What follows belongs to an exercise in optimizing a design on an open flow for small area; a production flow would make more cautious choices.
Where RTL was checked, it was by simulation tests only, not by an equivalence proof against the original.
Power figures rest on the tool's default switching activity, not on a simulated workload.

==> flow/design.v <==
`default_nettype none
`timescale 1ns/1ps
module Fifo #(
    parameter LEN = 10,
    parameter SIZE = 32
) (
    input logic clk_i,
    input logic rst_i,
    input logic valid_i,
    input logic ready_i,
    input logic[SIZE-1:0] data_i,
    output logic[SIZE-1:0] data_o,
    output logic valid_o,
    output logic is_full_o
);
localparam JW = LEN / 2;
localparam logic [JW-1:0] CNT_POL = JW'({(JW + 1) / 2{2'b10}});
logic [JW-1:0] cnt, cnt_q;
assign cnt = cnt_q ^ CNT_POL;
logic [SIZE-1:0] fifo [LEN-1:0];
logic [LEN-1:0] occ;
logic [LEN-1:0] cnt_dec;
wire wr = valid_i;
wire rd = ~valid_i & ready_i;
assign is_full_o = &occ;
always_comb begin
    for (int k = 0; k < LEN; k++) begin
        if (k == 0)
            cnt_dec[k] = ~cnt[JW-1] & ~cnt[0];
        else if (k < JW)
            cnt_dec[k] = cnt[k-1] & ~cnt[k];
        else if (k == JW)
            cnt_dec[k] = cnt[JW-1] & cnt[0];
        else
            cnt_dec[k] = ~cnt[k-JW-1] & cnt[k-JW];
    end
end
always_ff @(posedge clk_i) begin
    valid_o <= rst_i && rd;
    if (!rst_i || valid_i || ready_i)
        cnt_q <= CNT_POL ^ (!rst_i ? '0 : wr ? {cnt[JW-2:0], ~cnt[JW-1]} : {~cnt[0], cnt[JW-1:1]});
end
wire wr_go = rst_i & valid_i;      
wire hold_go = rst_i & ~valid_i;   
logic [LEN-1:0] occ_d;
for (genvar p = 0; p < LEN; p++) begin : g_occ
    FifoFlagNext #(.FIRST(p == 0)) u_next (
        .occ_i(occ[p]), .prev_i(occ[(p + LEN - 1) % LEN]),
        .ready_i(ready_i), .dec_i(cnt_dec[(p + 1) % LEN]),
        .wr_i(wr_go), .hold_i(hold_go), .occ_o(occ_d[p])
    );
end
always_ff @(posedge clk_i) occ <= occ_d;
always_ff @(posedge clk_i) begin
    if (wr) begin
        fifo[0] <= data_i;
        for (int p = 1; p < LEN; p++)
            fifo[p] <= fifo[p-1];
    end
end
for (genvar b = 0; b < SIZE; b++) begin : g_rd
    logic [LEN-1:0] col;
    for (genvar i = 0; i < LEN; i++) begin : g_col
        assign col[i] = fifo[i][b];
    end
    FifoReadBit #(.LEN(LEN)) u_rd (.sel_i(cnt_dec), .d_i(col), .q_o(data_o[b]));
end
endmodule
module FifoReadBit #(
    parameter LEN = 10
) (
    input logic [LEN-1:0] sel_i,
    input logic [LEN-1:0] d_i,
    output logic q_o
);
logic [3:0] n;
FifoAoi3 u_g0 (.s_i(sel_i[2:0]), .d_i(d_i[2:0]), .n_o(n[0]));
FifoAoi3 u_g1 (.s_i(sel_i[5:3]), .d_i(d_i[5:3]), .n_o(n[1]));
FifoAoi3 u_g2 (.s_i(sel_i[8:6]), .d_i(d_i[8:6]), .n_o(n[2]));
assign n[3] = ~(sel_i[9] & d_i[9]);
assign q_o = ~&n;
endmodule
module FifoAoi3 (
    input logic [2:0] s_i,
    input logic [2:0] d_i,
    output logic n_o
);
assign n_o = ~|(s_i & d_i);
endmodule
module FifoFlagNext #(
    parameter bit FIRST = 0
) (
    input logic occ_i,
    input logic prev_i,
    input logic ready_i,
    input logic dec_i,
    input logic wr_i,
    input logic hold_i,
    output logic occ_o
);
assign occ_o = ((FIRST | prev_i) & wr_i) | (occ_i & hold_i & ~(ready_i & dec_i));
endmodule
export LEC_CHECK = 0
export CAP_MARGIN = 0
export CORE_MARGIN = 2
export CORE_UTILIZATION = 70
export SLEW_MARGIN = 0
export SYNTH_HIERARCHICAL = 1
create_clock -name core_clock -period 5.0 [get_ports {clk_i}]
standard.sh (not shown) runs the stock make flow with config.mk's settings and CLKGATE_MAP_FILE= SYNTH_SCRIPT=/design/flow/synth_recipe.tcl, a recipe that flattens the netlist after the stock synthesis.
==> flow/flow/run.sh <==
#!/bin/bash
# Standard ORFS layout (the standard.sh), with two knobs changed:
#  - port buffers use the smallest buffer cell (buf_1) instead of the default pick;
#  - clock tree synthesis without dummy loads, with its own buffer list and sink clusters.
set -euo pipefail
cd "$(dirname "$0")/.."
bash standard.sh \
  "BUFFER_PORTS_ARGS=-buffer_cell sky130_fd_sc_hd__buf_1" \
  "CTS_ARGS=-sink_clustering_enable -repair_clock_nets -dont_use_dummy_load -buf_list sky130_fd_sc_hd__clkbuf_8 -sink_clustering_size 20 -sink_clustering_max_diameter 60" \
  finish > standard_flow.log 2>&1
==> next run, changes <==
--- a/flow/design.v
+++ b/flow/design.v
@@ -14,9 +14,7 @@
     output logic is_full_o
 );
 localparam JW = LEN / 2;
-localparam logic [JW-1:0] CNT_POL = JW'({(JW + 1) / 2{2'b10}});
-logic [JW-1:0] cnt, cnt_q;
-assign cnt = cnt_q ^ CNT_POL;
+logic [JW-1:0] cnt;
 logic [SIZE-1:0] fifo [LEN-1:0];
 logic [LEN-1:0] occ;
 logic [LEN-1:0] cnt_dec;
@@ -36,21 +34,22 @@
     end
 end
 always_ff @(posedge clk_i) begin
-    valid_o <= rst_i && rd;
-    if (!rst_i || valid_i || ready_i)
-        cnt_q <= CNT_POL ^ (!rst_i ? '0 : wr ? {cnt[JW-2:0], ~cnt[JW-1]} : {~cnt[0], cnt[JW-1:1]});
+    if (rst_i == 1'b0) begin
+        cnt <= '0;
+        valid_o <= 1'b0;
+    end else begin
+        valid_o <= rd;
+        if (wr)
+            cnt <= {cnt[JW-2:0], ~cnt[JW-1]};
+        else if (rd)
+            cnt <= {~cnt[0], cnt[JW-1:1]};
+    end
 end
-wire wr_go = rst_i & valid_i;      
-wire hold_go = rst_i & ~valid_i;   
-logic [LEN-1:0] occ_d;
-for (genvar p = 0; p < LEN; p++) begin : g_occ
-    FifoFlagNext #(.FIRST(p == 0)) u_next (
-        .occ_i(occ[p]), .prev_i(occ[(p + LEN - 1) % LEN]),
-        .ready_i(ready_i), .dec_i(cnt_dec[(p + 1) % LEN]),
-        .wr_i(wr_go), .hold_i(hold_go), .occ_o(occ_d[p])
-    );
+always_ff @(posedge clk_i) begin
+    for (int p = 0; p < LEN; p++)
+        occ[p] <= rst_i && (wr ? (p == 0 ? 1'b1 : occ[(p + LEN - 1) % LEN])
+                               : (occ[p] && !(ready_i && cnt_dec[(p + 1) % LEN])));
 end
-always_ff @(posedge clk_i) occ <= occ_d;
 always_ff @(posedge clk_i) begin
     if (wr) begin
         fifo[0] <= data_i;
@@ -87,16 +86,3 @@
 );
 assign n_o = ~|(s_i & d_i);
 endmodule
-module FifoFlagNext #(
-    parameter bit FIRST = 0
-) (
-    input logic occ_i,
-    input logic prev_i,
-    input logic ready_i,
-    input logic dec_i,
-    input logic wr_i,
-    input logic hold_i,
-    output logic occ_o
-);
-assign occ_o = ((FIRST | prev_i) & wr_i) | (occ_i & hold_i & ~(ready_i & dec_i));
-endmodule
Effect: The changed run finished with timing, DRC and antenna clean; clock power is about the same; utilization went up by 0.35 points; wire length went down by 0.57%; sequential power stays flat; sequential share of layout area went down by 1.0 points; worst setup slack got worse by 33 ps; hold slack improved by 11 ps; synthesized area went up by 1.1%; clock skew went up by 7.3 ps; non-clock buffer count went down by 1; total power went down by 0.41%; clock-buffer cell count is unchanged.
For the second run of this note, only the layout was checked, not whether the RTL still works.

port drivers added, routing unchanged:
Ports are ideal in the flow. The routed layouts listed here were re-timed in OpenROAD. Step 1 assumes that a clkbuf_16 drives the clock port and a buf_2 every other input. Step 2 moves the port delays by t, midway between the first and last clock arrival at a register: inputs arrive t later, outputs are due t later. That takes back most of the time a late clock gives input paths. Slacks: ideal / step 1 / step 2; pairs: ideal / step 1.
run | t (ns) | setup WS [ns] | worst hold slack (ns) | worst slew at a driven data input, ns
the first run | 0.572 | 1.297 / 1.258 / 1.829 | 0.446 / 0.446 / 0.446 | 0.06
the second run | 0.574 | 1.264 / 1.228 / 1.801 | 0.456 / 0.456 / 0.456 | 0.04
After both steps every run listed still meets setup and hold.
